From an optimization exercise on the open Yosys and OpenROAD flow, aimed at small area; shortcuts taken in it are not production practice. Only simulation tests tie the RTL to the original design; equivalence was not proved.

==> job 8257: inputs <==
==> flow/design.v <==
`timescale 1ns / 1ps
module BCD_SEG(
    input wire [3:0] BCD, 
    output reg [7:0] s
);
    always @(*) begin
        case(BCD)
            0: s = 8'b0000_0011; 
            1: s = 8'b1001_1111;
            2: s = 8'b0010_0101;
            3: s = 8'b0000_1101;
            4: s = 8'b1001_1001;
            5: s = 8'b0100_1001;
            6: s = 8'b0100_0001;
            7: s = 8'b0001_1111;
            8: s = 8'b0000_0001;
            9: s = 8'b0000_1001;
            default s = 8'b0000_0000;
        endcase
end
endmodule
`timescale 1ns / 1ps
`default_nettype none
module Multi_Driver(
    input wire clk, 
    input wire reset, 
    input wire [15:0] sw,
    output reg [3:0] an,
    output reg [7:0] seg
    );
    wire [7:0] segValues [3:0]; 
    genvar i;
    generate 
        for(i = 0; i < 4; i = i + 1) begin
            BCD_SEG x(sw[3 + 4 * i:4 * i], segValues[i]); 
        end
    endgenerate
    parameter DELAY = 4095; 
    reg [11:0] count;  
    always @(posedge clk) begin
        if(count < (DELAY / 4)) begin
            an <= 4'b1110;
            seg <= segValues[0];
        end
        else if (count < (DELAY / 2)) begin
            an <= 4'b1101;
            seg <= segValues[1];
        end
        else if (count < ((3 * DELAY) / 4)) begin
            an <= 4'b1011;
            seg <= segValues[2];
        end
        else begin
            an <= 4'b0111;
            seg <= segValues[3];
        end
    end
    always @(posedge clk or posedge reset) begin
        if(reset) count <= 0;
        else count <= count + 1;
    end
endmodule
`timescale 1ns / 1ps
module COUNT_BCD(
    input wire clk,  
    input wire reset, 
    input wire en,  
    input wire [15:0] count, 
    output reg [19:0] BCD,
    output reg rdy
    );
    parameter IDLE = 0; 
    parameter SHIFT = 1;
    parameter ADD = 2;
    reg [15:0] count_p;  
    reg [4:0] shift_idx;  
    reg [1:0] state;  
    reg [19:0] BCD_temp;  
    always @(posedge clk or posedge reset) begin
        if(reset) begin
            BCD <= 0;
            rdy <= 0; 
            shift_idx <= 0; 
            count_p <= 0; 
            state <= IDLE;
        end
        else begin
            case(state)
                IDLE : begin  
                    if((count_p != count) && en) begin  
                        rdy <= 0;
                        BCD <= 0;  
                        count_p <= count;  
                        shift_idx <= 0;  
                        state <= SHIFT;  
                    end 
                    else state <= IDLE;  
                    rdy <= 0;  
                end
                SHIFT : begin  
                    BCD <= {BCD[18:0], count_p[15 - shift_idx]};  
                    shift_idx <= shift_idx + 1;  
                    state <= ADD;  
                    rdy <= 0;  
                end
                ADD : begin  
                    if(shift_idx == 16) begin
                        rdy <= 1;     
                        state <= IDLE;   
                    end
                    else begin  
                        BCD <= {(BCD[15:12] >= 5) ? BCD[15:12] + 4'd3 : BCD[15:12], 
                            (BCD[11:8] >= 5) ? BCD[11:8] + 4'd3 : BCD[11:8],
                            (BCD[7:4] >= 5) ? BCD[7:4] + 4'd3 : BCD[7:4],
                            (BCD[3:0] >= 5) ? BCD[3:0] + 4'd3 : BCD[3:0]}; 
                        state <= SHIFT;  
                        rdy <= 0;  
                    end
                end
            endcase             
        end
    end
endmodule
`timescale 1ns / 1ps
module combo_mult(input wire [7:0] a, input wire [7:0] b, output wire [15:0] res);
    wire [15:0] m [7:0];
    wire [15:0] sums [7:0];
    genvar i; 
    generate 
        for(i = 0; i < 8; i = i + 1) begin
            assign m[i] = (a[i] != 0) ? ({{8'b0}, b} << i) : 16'b0;
        end
    endgenerate
    assign res = m[0] + m[1] + m[2] + m[3] + m[4] + m[5] + m[6] + m[7];
endmodule
`timescale 1ns / 1ps
module MultTop(input wire clk, input wire reset, input wire [7:0] a, input wire [7:0] b, 
               output wire [3:0] an, output wire [7:0] seg);
    wire rdy;
    reg [15:0] latched_BCD;  
    wire [15:0] mult_out; 
    combo_mult ComboMultiplier(.a(a), .b(b), .res(mult_out));
    wire [19:0] BCD_out; 
    COUNT_BCD converter(.clk(clk), .reset(reset), .en(1), .count(mult_out), .BCD(BCD_out), .rdy(rdy));
    always @(posedge clk or posedge reset) begin
        if(reset) begin
            latched_BCD <= 0;
        end
        else if(rdy) begin
            latched_BCD <= BCD_out[15:0]; 
        end
    end
    wire [3:0] md_an; wire [7:0] md_seg; 
    Multi_Driver MD(.clk(clk), .reset(reset), .sw(latched_BCD), .an(md_an), .seg(md_seg));
    assign an = md_an;
    assign seg = md_seg;
endmodule
==> flow/run.sh <==
#!/bin/bash
# synth_recipe.tcl (not shown) runs the flow's synth.tcl, then flattens the netlist and writes it again
# the make line also repeats each setting of config.mk as NAME=value (left out here)
make -C /OpenROAD-flow-scripts/flow DESIGN_CONFIG=/design/flow/config.mk WORK_HOME=/design/flow/orfs CLKGATE_MAP_FILE= SYNTH_SCRIPT=/design/flow/synth_recipe.tcl finish
==> flow/config.mk <==
export PLATFORM = sky130hd
export DESIGN_NAME = MultTop
export DESIGN_NICKNAME = MultTop
export VERILOG_FILES = /design/flow/design.v
export SDC_FILE = /design/flow/constraint.sdc
export NUM_CORES = 4
export LEC_CHECK = 0
export CAP_MARGIN = 20
export CORE_MARGIN = 2
export CORE_UTILIZATION = 40
export SLEW_MARGIN = 20
==> flow/constraint.sdc <==
create_clock -name core_clock -period 12.0 [get_ports {clk}]
set_input_delay 2.4000 -clock core_clock [delete_from_list [all_inputs] [get_ports {clk}]]
set_output_delay 2.4000 -clock core_clock [all_outputs]
set_load 0.01 [all_outputs]
==> inputs of job 6138, as changes to job 8257 <==
==> flow/design.v (replaced) <==
`timescale 1ns / 1ps
module BCD_SEG(
    input wire [3:0] BCD,
    output reg [7:0] s
);
    always @(*) begin
        case(BCD)
            0: s = 8'b0000_0011;
            1: s = 8'b1001_1111;
            2: s = 8'b0010_0101;
            3: s = 8'b0000_1101;
            4: s = 8'b1001_1001;
            5: s = 8'b0100_1001;
            6: s = 8'b0100_0001;
            7: s = 8'b0001_1111;
            8: s = 8'b0000_0001;
            9: s = 8'b0000_1001;
            default s = 8'b0000_0001;
        endcase
    end
endmodule
`timescale 1ns / 1ps
`default_nettype none
module Multi_Driver(
    input wire clk,
    input wire reset,
    input wire ld,
    input wire [15:0] sw,
    output wire [3:0] an,
    output wire [7:0] seg
    );
    reg q;
    always @(posedge clk or posedge reset) begin
        if (reset) q <= 1'b0;
        else q <= 1'b1;
    end
    reg [11:0] c;
    reg [15:0] m;
    always @(posedge clk) begin
        c <= q ? c + 1'b1 : 12'd0;
        if (ld) m <= sw;
    end
    wire [1:0] sel = c[11:10] + {1'b0, (&c[9:0]) & ~(&c[11:10])};
    wire [3:0] digit = m[4 * sel +: 4];
    assign an = ~(4'b0001 << sel);
    BCD_SEG dec(.BCD(digit), .s(seg));
endmodule
`default_nettype wire
`timescale 1ns / 1ps
module COUNT_BCD(
    input wire clk,
    input wire reset,
    input wire [15:0] count,
    output wire [15:0] BCD,
    output reg ld
    );
    reg [15:0] p;
    reg [5:0] t;
    reg [15:0] w;
    wire busy = t[5] ? ~t[4] : (t[4:0] != 5'd0);
    wire differ = (p != count);
    wire step = ~t[5] & ~t[4];
    function [3:0] adj;
        input [3:0] d;
        adj = (d >= 5) ? d + 4'd3 : d;
    endfunction
    wire [15:0] wa = {adj(w[15:12]), adj(w[11:8]), adj(w[7:4]), adj(w[3:0])};
    wire [15:0] wn = {wa[14:0], p[0]};
    always @(posedge clk or posedge reset) begin
        if (reset) begin
            p <= 0;
            t <= 0;
            w <= 0;
        end else begin
            p <= busy ? {p[14:0], p[15]} : count;
            t <= busy ? t - 1'b1 : (differ ? 6'd32 : 6'd48);
            w <= step ? wn : 16'd0;
        end
    end
    always @(posedge clk or posedge reset) begin
        if (reset) ld <= 1'b1;
        else ld <= (t == 6'd0);
    end
    assign BCD = w;
endmodule
`timescale 1ns / 1ps
module combo_mult(input wire [7:0] a, input wire [7:0] b, output wire [15:0] res);
    wire [7:0] pp [0:7];
    wire [7:0] s [0:7];
    wire [7:0] c [0:7];
    genvar i, j;
    generate
        for (i = 0; i < 8; i = i + 1) begin : g_pp
            assign pp[i] = a[i] ? b : 8'd0;
        end
        assign s[0] = pp[0];
        assign c[0] = 8'd0;
        for (i = 1; i < 8; i = i + 1) begin : g_row
            for (j = 0; j < 8; j = j + 1) begin : g_col
                wire x = pp[i][j];
                wire y = (j < 7) ? s[i-1][j+1] : 1'b0;
                wire z = c[i-1][j];
                assign s[i][j] = x ^ y ^ z;
                assign c[i][j] = (x & y) | (x & z) | (y & z);
            end
        end
        for (i = 0; i < 8; i = i + 1) begin : g_lo
            assign res[i] = s[i][0];
        end
    endgenerate
    assign res[15:8] = {1'b0, s[7][7:1]} + c[7];
endmodule
`timescale 1ns / 1ps
module MultTop(input wire clk, input wire reset, input wire [7:0] a, input wire [7:0] b,
               output wire [3:0] an, output wire [7:0] seg);
    wire [15:0] mult_out;
    combo_mult ComboMultiplier(.a(a), .b(b), .res(mult_out));
    wire [15:0] bcd;
    wire ld;
    COUNT_BCD converter(.clk(clk), .reset(reset), .count(mult_out), .BCD(bcd), .ld(ld));
    Multi_Driver MD(.clk(clk), .reset(reset), .ld(ld), .sw(bcd), .an(an), .seg(seg));
endmodule
- CTS_BUF_LIST: default -> sky130_fd_sc_hd__clkbuf_4
==> impl_metrics.ini <==
[worst_setup_path]
crit_end = converter.count_p[10]

[final_layout]
mostFrequentLayoutCells = inv_1, ha_1, dfrtp_1, and2_1, nand2_1
seq_share_pct = 24.92

[route]
wire_per_inst_um = 14.53
routed_wl_mm = 14.53

[outcome]
status = no timing/DRC/antenna violations

[logic_synthesis]
async_flop_share_pct = 85.00
# the run above: job 8257

==> impl_metrics.ini <==
[worst_setup_path]
crit_end = converter.t[4]

[final_layout]
seq_share_pct = 31.03
mostFrequentLayoutCells = nand2_1, and2_1, inv_1, fa_1, dfrtp_1

[route]
wire_per_inst_um = 12.38
routed_wl_mm = 8.740

[outcome]
status = no timing/DRC/antenna violations

[logic_synthesis]
async_flop_share_pct = 58.82
# the run above: job 6138

==> static timing again, ports no longer ideal <==
How much do the figures lean on ideal ports? The routed layouts below were timed once more, with nothing changed but the port constraints.
Step 1 assumes that a clkbuf_16 drives the clock port and a buf_2 every other input.
Step 2 times the ports against the registers' clock, not the clock port: input delays grow and output delays shrink by t, the midpoint of the rising clock arrivals with the driver on.
Three values: ideal ports, drivers, drivers and shift; two values: the first two.
| run | shift t [ns] | setup WS [ns] | worst hold slack (ns) |
|---|---|---|---|
| job 8257 | 0.378 | 2.435 / 2.455 / 2.077 | 0.458 / 0.458 / 0.458 |
| job 6138 | 0.433 | 3.997 / 4.004 / 3.570 | 0.461 / 0.461 / 0.461 |
After both steps setup and hold are still met in every run listed. The setup slack of job 6138, which loses most, moves by +0.007 ns with the drivers and by -0.427 ns with both steps.
